Context: an optimization exercise on an open-source flow, tuned for small area and a short achievable clock period. The choices shown serve that exercise and are no tape-out recipe. The RTL was checked by simulation tests, not by an equivalence proof against the original design.

old:
// parameterized_signed_alu
module parameterized_signed_alu #(parameter in_data_width=16,out_data_width=16,arith_out_data_width=32)(
input signed [in_data_width-1:0]A,B,
input clk,rst,
input [3:0]alu_fn,
output shift_flag,arith_flag,logic_flag,cmp_flag,carry_out,
output [out_data_width-1:0]shift_out,logic_out,cmp_out,
output signed[arith_out_data_width-1:0] arith_out
);
Size in the first run: ~2600 cells after synthesis, ~48 flip-flops, roughly 0.016 mm² of cells after synthesis.
clock: 85.0 ns
lec_check: 0
abc_area: 1
cap_margin: 20
core_margin: 2
core_utilization: 70
slew_margin: 20
synth_hierarchical: 1
synth_minimum_keep_size: 0
standard.sh (not shown) runs the stock make flow with config.mk's settings and CLKGATE_MAP_FILE= SYNTH_SCRIPT=/design/flow/synth_recipe.tcl, a recipe that flattens the netlist after the stock synthesis.
==> flow/flow/run.sh <==
#!/bin/bash
cp standard.sh standard.sh.txt
export BUFFER_PORTS_ARGS="-buffer_cell sky130_fd_sc_hd__buf_2"
bash standard.sh > standard.log 2>&1
[inputs] new vs old
-- flow/design.v --
<<< old, line 398
  alu_fa mu_u_s289 (.a(mu_s227), .b(mu_c226), .c(mu_c288), .s(mu_s289), .co(mu_c290));
  wire mu_s291, mu_c292;
  alu_ha mu_u_s291 (.a(mu_s229), .b(mu_c228), .s(mu_s291), .co(mu_c292));
  wire mu_s293 = ~(mu_s229 ^ mu_c228);
  wire mu_c294 = mu_s229 | mu_c228;
  wire mu_s295, mu_c296;
  alu_fa mu_u_s295 (.a(mu_s231), .b(mu_c230), .c(mu_c292), .s(mu_s295), .co(mu_c296));
  wire mu_s297, mu_c298;
  alu_fa mu_u_s297 (.a(mu_s231), .b(mu_c230), .c(mu_c294), .s(mu_s297), .co(mu_c298));
  wire mu_s299, mu_c300;
  alu_fa mu_u_s299 (.a(mu_s233), .b(mu_c232), .c(mu_c296), .s(mu_s299), .co(mu_c300));
  wire mu_s301, mu_c302;
  alu_fa mu_u_s301 (.a(mu_s233), .b(mu_c232), .c(mu_c298), .s(mu_s301), .co(mu_c302));
  wire mu_s303, mu_c304;
  alu_fa mu_u_s303 (.a(mu_s235), .b(mu_c234), .c(mu_c300), .s(mu_s303), .co(mu_c304));
  wire mu_s305, mu_c306;
  alu_fa mu_u_s305 (.a(mu_s235), .b(mu_c234), .c(mu_c302), .s(mu_s305), .co(mu_c306));
  wire mu_s307, mu_c308;
  alu_fa mu_u_s307 (.a(mu_s237), .b(mu_c236), .c(mu_c304), .s(mu_s307), .co(mu_c308));
  wire mu_s309, mu_c310;
  alu_fa mu_u_s309 (.a(mu_s237), .b(mu_c236), .c(mu_c306), .s(mu_s309), .co(mu_c310));
  assign prod = {(mu_c290 ? (1'b1 ^ mu_c238 ^ mu_c310) : (1'b1 ^ mu_c238 ^ mu_c308)), (mu_c290 ? mu_s309 : mu_s307), (mu_c290 ? mu_s305 : mu_s303), (mu_c290 ? mu_s301 : mu_s299), (mu_c290 ? mu_s297 : mu_s295), (mu_c290 ? mu_s293 : mu_s291), mu_s289, mu_s287, mu_s285, mu_s283, mu_s281, mu_s279, mu_s277, mu_s275, mu_s273, mu_s271, mu_s269, mu_s267, mu_s265, mu_s263, mu_s261, mu_s259, mu_s257, mu_s255, mu_s253, mu_s251, mu_s249, mu_s247, mu_s245, mu_s243, mu_s241, mu_s239};
wire [15:0] alo, blo;
assign alo[0] = 1'b0;
>>> new, line 398
  alu_fa mu_u_s289 (.a(mu_s227), .b(mu_c226), .c(mu_c288), .s(mu_s289), .co(mu_c290));
  wire mu_s291, mu_c292;
  alu_fa mu_u_s291 (.a(mu_s229), .b(mu_c228), .c(mu_c290), .s(mu_s291), .co(mu_c292));
  wire mu_s293, mu_c294;
  alu_fa mu_u_s293 (.a(mu_s231), .b(mu_c230), .c(mu_c292), .s(mu_s293), .co(mu_c294));
  wire mu_s295, mu_c296;
  alu_fa mu_u_s295 (.a(mu_s233), .b(mu_c232), .c(mu_c294), .s(mu_s295), .co(mu_c296));
  wire mu_s297, mu_c298;
  alu_fa mu_u_s297 (.a(mu_s235), .b(mu_c234), .c(mu_c296), .s(mu_s297), .co(mu_c298));
  wire mu_s299, mu_c300;
  alu_fa mu_u_s299 (.a(mu_s237), .b(mu_c236), .c(mu_c298), .s(mu_s299), .co(mu_c300));
  assign prod = {(1'b1 ^ mu_c238 ^ mu_c300), mu_s299, mu_s297, mu_s295, mu_s293, mu_s291, mu_s289, mu_s287, mu_s285, mu_s283, mu_s281, mu_s279, mu_s277, mu_s275, mu_s273, mu_s271, mu_s269, mu_s267, mu_s265, mu_s263, mu_s261, mu_s259, mu_s257, mu_s255, mu_s253, mu_s251, mu_s249, mu_s247, mu_s245, mu_s243, mu_s241, mu_s239};
wire [15:0] alo, blo;
assign alo[0] = 1'b0;
==> summary.txt <==
Compared new against old; flip-flop and latch share of the layout cell area within noise.
new vs old, wire length went down by 2.4%.
Compared with old, new shows wire length the detailed router placed on met1 higher by about 0.7%.
When new is set beside old, its routed length on met2 turns out to be 2.8% smaller.
Diff old -> new: minimum period implied by the final worst setup slack climbed 0.88 ns; peak supply drop up about 130%; minimum hold slack went down; violation count after the first detailed-routing iteration roughly the same; final instance count without filler cells went down.
From old to new the numbers moved as follows: area of the core moved down, post-synthesis average cell area shows a reduction of 0.10 µm², width of the chip saw a decrease, count of inserted antenna diode cells went down 1, count of cells resized by post-cts repair roughly the same.

-- what the ideal ports hide --
How much do the figures lean on ideal ports? The routed layouts below were timed once more, with nothing changed but the port constraints. Step 1 (the two cells are an assumption about what drives the block):
set clk [get_ports {clk}]
set_driving_cell -lib_cell sky130_fd_sc_hd__clkbuf_16 $clk
set_driving_cell -lib_cell sky130_fd_sc_hd__buf_2 [delete_from_list [all_inputs] $clk]
Step 2 times the ports against the registers' clock, not the clock port: input delays grow and output delays shrink by t, the midpoint of the rising clock arrivals with the driver on. Slacks: ideal / step 1 / step 2; pairs: ideal / step 1.
| run | t, ns | setup WS [ns] | worst setup path after step 2 | slew at the worst register clock pin (ns) | cell pins on the clock port's net |
|---|---|---|---|---|---|
| old | 0.328 | 55.179 / 55.134 / 55.104 | input to register | 0.07 / 0.07 | 1 |
| new | 0.328 | 54.298 / 54.301 / 53.987 | input to register | 0.07 / 0.07 | 1 |
After both steps every run listed still meets setup and hold. The setup slack of new, which loses most, moves by +0.003 ns with the drivers and by -0.311 ns with both steps.
